What follows belongs to an exercise in optimizing a design on an open flow for small area and a short achievable clock period; a production flow would make more cautious choices. In this exercise RTL edits were held to simulation tests only and were not proved equivalent to the original.

== try-tundra ==
==> flow/design.v (excerpt) <==
module mul64_multi(input clk, input [63:0] A, B, output reg [127:0] Y, output done);
clock: 12.0 ns
lec_check: 0
cap_margin: 20
core_margin: 2
core_utilization: 60
slew_margin: 20
synth_hierarchical: 1
standard.sh (not shown) runs the stock make flow with config.mk's settings and CLKGATE_MAP_FILE= SYNTH_SCRIPT=/design/flow/synth_recipe.tcl, a recipe that flattens the netlist after the stock synthesis.
==> flow/flow/run.sh <==
#!/bin/bash
set -euo pipefail
bash standard.sh SETUP_SLACK_MARGIN=7.0 finish > flow_make.log 2>&1
For try-maple, these inputs were changed with respect to try-tundra:
Settings: a change of CORE_UTILIZATION from 60 to 70.
==> flow/flow/run.sh <==
#!/bin/bash
set -euo pipefail
K=(SETUP_SLACK_MARGIN=6.8 "BUFFER_PORTS_ARGS=-buffer_cell sky130_fd_sc_hd__buf_1")
bash standard.sh "${K[@]}" synth > flow_synth.log 2>&1
N=orfs/results/sky130hd/mul64_multi/base/1_2_yosys.v
sed -i -E 's/sky130_fd_sc_hd__(a21oi|o21ai|o22ai|a22oi|mux2|xnor2|xor2|nor4|nand4|and2b|and2)_[2-8] /sky130_fd_sc_hd__\1_1 /g' $N
bash standard.sh "${K[@]}" finish > flow_make.log 2>&1
[summary]
In try-maple, the number of cells on the critical path came out 2 below the value in try-tundra.
Summary — non-clock buffer total of the final layout, try-maple relative to try-tundra: lower, by 60.
Compared with try-tundra, in try-maple clock skew after layout up 0.014 ns; count of flip-flops and latches flat; area of all placed cells without fillers down 10%; post-synthesis cell area down 2.8%.
sky130_fd_sc_hd__fa_2 as the library cell contributing the largest single delay on the critical path was reported by try-tundra, and sky130_fd_sc_hd__dfxtp_2 by try-maple.
Diff try-tundra -> try-maple | fraction of area in multi-input gates | increase of 3.1 points
Looking at critical path endpoint, the Y[121] result is from try-maple; the Y[127] one comes from try-tundra.
Total of max-cap violations across try-tundra and try-maple: no real change.
Input-level comparison between try-juniper and try-maple:
Settings: CTS_BUF_LIST newly set to sky130_fd_sc_hd__clkbuf_4 sky130_fd_sc_hd__clkbuf_8.
==> flow/flow/run.sh <==
#!/bin/bash
set -euo pipefail
bash standard.sh SETUP_SLACK_MARGIN=6.5 finish > flow_make.log 2>&1
==> run summary <==
In the metrics for try-maple and try-juniper, the one carrying the lower placeable core area is try-maple.
On final cell area excluding filler cells, try-maple beats try-juniper.
In the metrics for try-maple and try-juniper, the one carrying the higher global-route usage is try-juniper.
As of try-juniper, via density per instance had fallen by a few percent compared to try-maple.
Taking try-maple as the reference, in try-juniper clock-buffer cell count grew by about 90%; via count shrank by 136; achievable frequency shrank by about 1.8%.


mul64_multi, a different RTL version from the one above (not shown whole).
Size: roughly 3400 cells after synthesis, roughly 260 I/O pins, about 0.034 sq mm of cells after synthesis.
clock: 12.0 ns
lec_check: 0
cap_margin: 20
core_margin: 2
core_utilization: 65
slew_margin: 20
synth_hierarchical: 1
==> flow/flow/run.sh <==
#!/bin/bash
set -euo pipefail
K=(SETUP_SLACK_MARGIN=7.0 "BUFFER_PORTS_ARGS=-buffer_cell sky130_fd_sc_hd__buf_1")
bash standard.sh "${K[@]}" synth > flow_synth.log 2>&1
N=orfs/results/sky130hd/mul64_multi/base/1_2_yosys.v
sed -i -E 's/sky130_fd_sc_hd__(a21oi|o21ai|o22ai|a22oi|mux2|xnor2|xor2|nor4|nand4|and2b|and2)_[2-8] /sky130_fd_sc_hd__\1_1 /g' $N
bash standard.sh "${K[@]}" finish > flow_make.log 2>&1
The first run finished clean.
Then changed:
--- a/flow/flow/run.sh
+++ b/flow/flow/run.sh
@@ -1,5 +1,5 @@
 #!/bin/bash
 set -euo pipefail
-K=(SETUP_SLACK_MARGIN=7.0 "BUFFER_PORTS_ARGS=-buffer_cell sky130_fd_sc_hd__buf_1")
+K=(SETUP_SLACK_MARGIN=5.6 "BUFFER_PORTS_ARGS=-buffer_cell sky130_fd_sc_hd__buf_1")
 bash standard.sh "${K[@]}" synth > flow_synth.log 2>&1
 N=orfs/results/sky130hd/mul64_multi/base/1_2_yosys.v
=> The new run completed with no timing, DRC or antenna violations; sequential share of layout area rose by 1.6 points; die area is unchanged; final area fell by roughly a tenth; sequential cell count does not change; wire length fell by roughly a tenth; global-route usage fell by 5.9 points; via count fell by a little under a tenth; final cell count fell by a few percent; utilization fell by 7.7 points; register-to-register slack gets worse by 1.1 ns; worst setup slack gets worse by 1.1 ns.


Starting RTL as in the previous note.
// mul64_multi
module mul64_multi(input clk, input [63:0] A, B, output reg [127:0] Y, output done);
export LEC_CHECK = 0
export CAP_MARGIN = 20
export CORE_MARGIN = 2
export CORE_UTILIZATION = 65
export SLEW_MARGIN = 20
export SYNTH_HIERARCHICAL = 1
create_clock -name core_clock -period 12.0 [get_ports {clk}]
==> flow/flow/run.sh <==
#!/bin/bash
set -euo pipefail
K=(SETUP_SLACK_MARGIN=6.6 "BUFFER_PORTS_ARGS=-buffer_cell sky130_fd_sc_hd__buf_1")
bash standard.sh "${K[@]}" synth > flow_synth.log 2>&1
N=orfs/results/sky130hd/mul64_multi/base/1_2_yosys.v
sed -i -E 's/sky130_fd_sc_hd__(a21oi|o21ai|o22ai|a22oi|mux2|xnor2|xor2|nor4|nand4|and2b|and2)_[2-8] /sky130_fd_sc_hd__\1_1 /g' $N
bash standard.sh "${K[@]}" finish > flow_make.log 2>&1
==> next run, changes <==
--- a/flow/flow/run.sh
+++ b/flow/flow/run.sh
@@ -1,5 +1,5 @@
 #!/bin/bash
 set -euo pipefail
-K=(SETUP_SLACK_MARGIN=6.6 "BUFFER_PORTS_ARGS=-buffer_cell sky130_fd_sc_hd__buf_1")
+K=(SETUP_SLACK_MARGIN=6.8 "BUFFER_PORTS_ARGS=-buffer_cell sky130_fd_sc_hd__buf_1")
 bash standard.sh "${K[@]}" synth > flow_synth.log 2>&1
 N=orfs/results/sky130hd/mul64_multi/base/1_2_yosys.v
- CORE_UTILIZATION: 65 -> 70
After rerunning: The changed run went through all stages and came out clean; first-iteration DRC count came out higher by about a fifth; via count came out higher by a few percent; area after synthesis does not change; worst hold slack is about the same; sequential cell count is unchanged.

[what the ideal ports hide]
In the flow no input, the clock included, has a driving cell. The finished layouts below were timed again as built, in two steps.
Step 1, drivers: a clkbuf_16 drives clk and a buf_2 each remaining input, both assumed.
Step 2 times the ports against the registers' clock, not the clock port: input delays grow and output delays shrink by t, the midpoint of the rising clock arrivals with the driver on.
Slacks: no drivers / after step 1 / after step 2; pairs: no drivers / after step 1.
| run | shift t [ns] | setup WS [ns] | worst setup path after step 2 |
|---|---|---|---|
| try-tundra | 0.663 | 6.760 / 6.760 / 6.248 | input to register |
| try-maple | 0.663 | 6.613 / 6.613 / 6.230 | input to register |
| try-juniper | 0.772 | 6.516 / 6.516 / 5.915 | input to register |
| the first run of note 2 | 0.653 | 6.723 / 6.723 / 6.508 | input to register |
| the second run of note 2 | 0.637 | 5.626 / 5.626 / 5.626 | register to register |
| the first run of note 3 | 0.642 | 6.573 / 6.573 / 6.063 | input to register |
| the second run of note 3 | 0.647 | 6.637 / 6.637 / 6.204 | input to register |
After both steps every run listed still meets setup and hold. The setup slack of try-juniper, which loses most, moves by 0.000 ns with the drivers and by -0.601 ns with both steps.
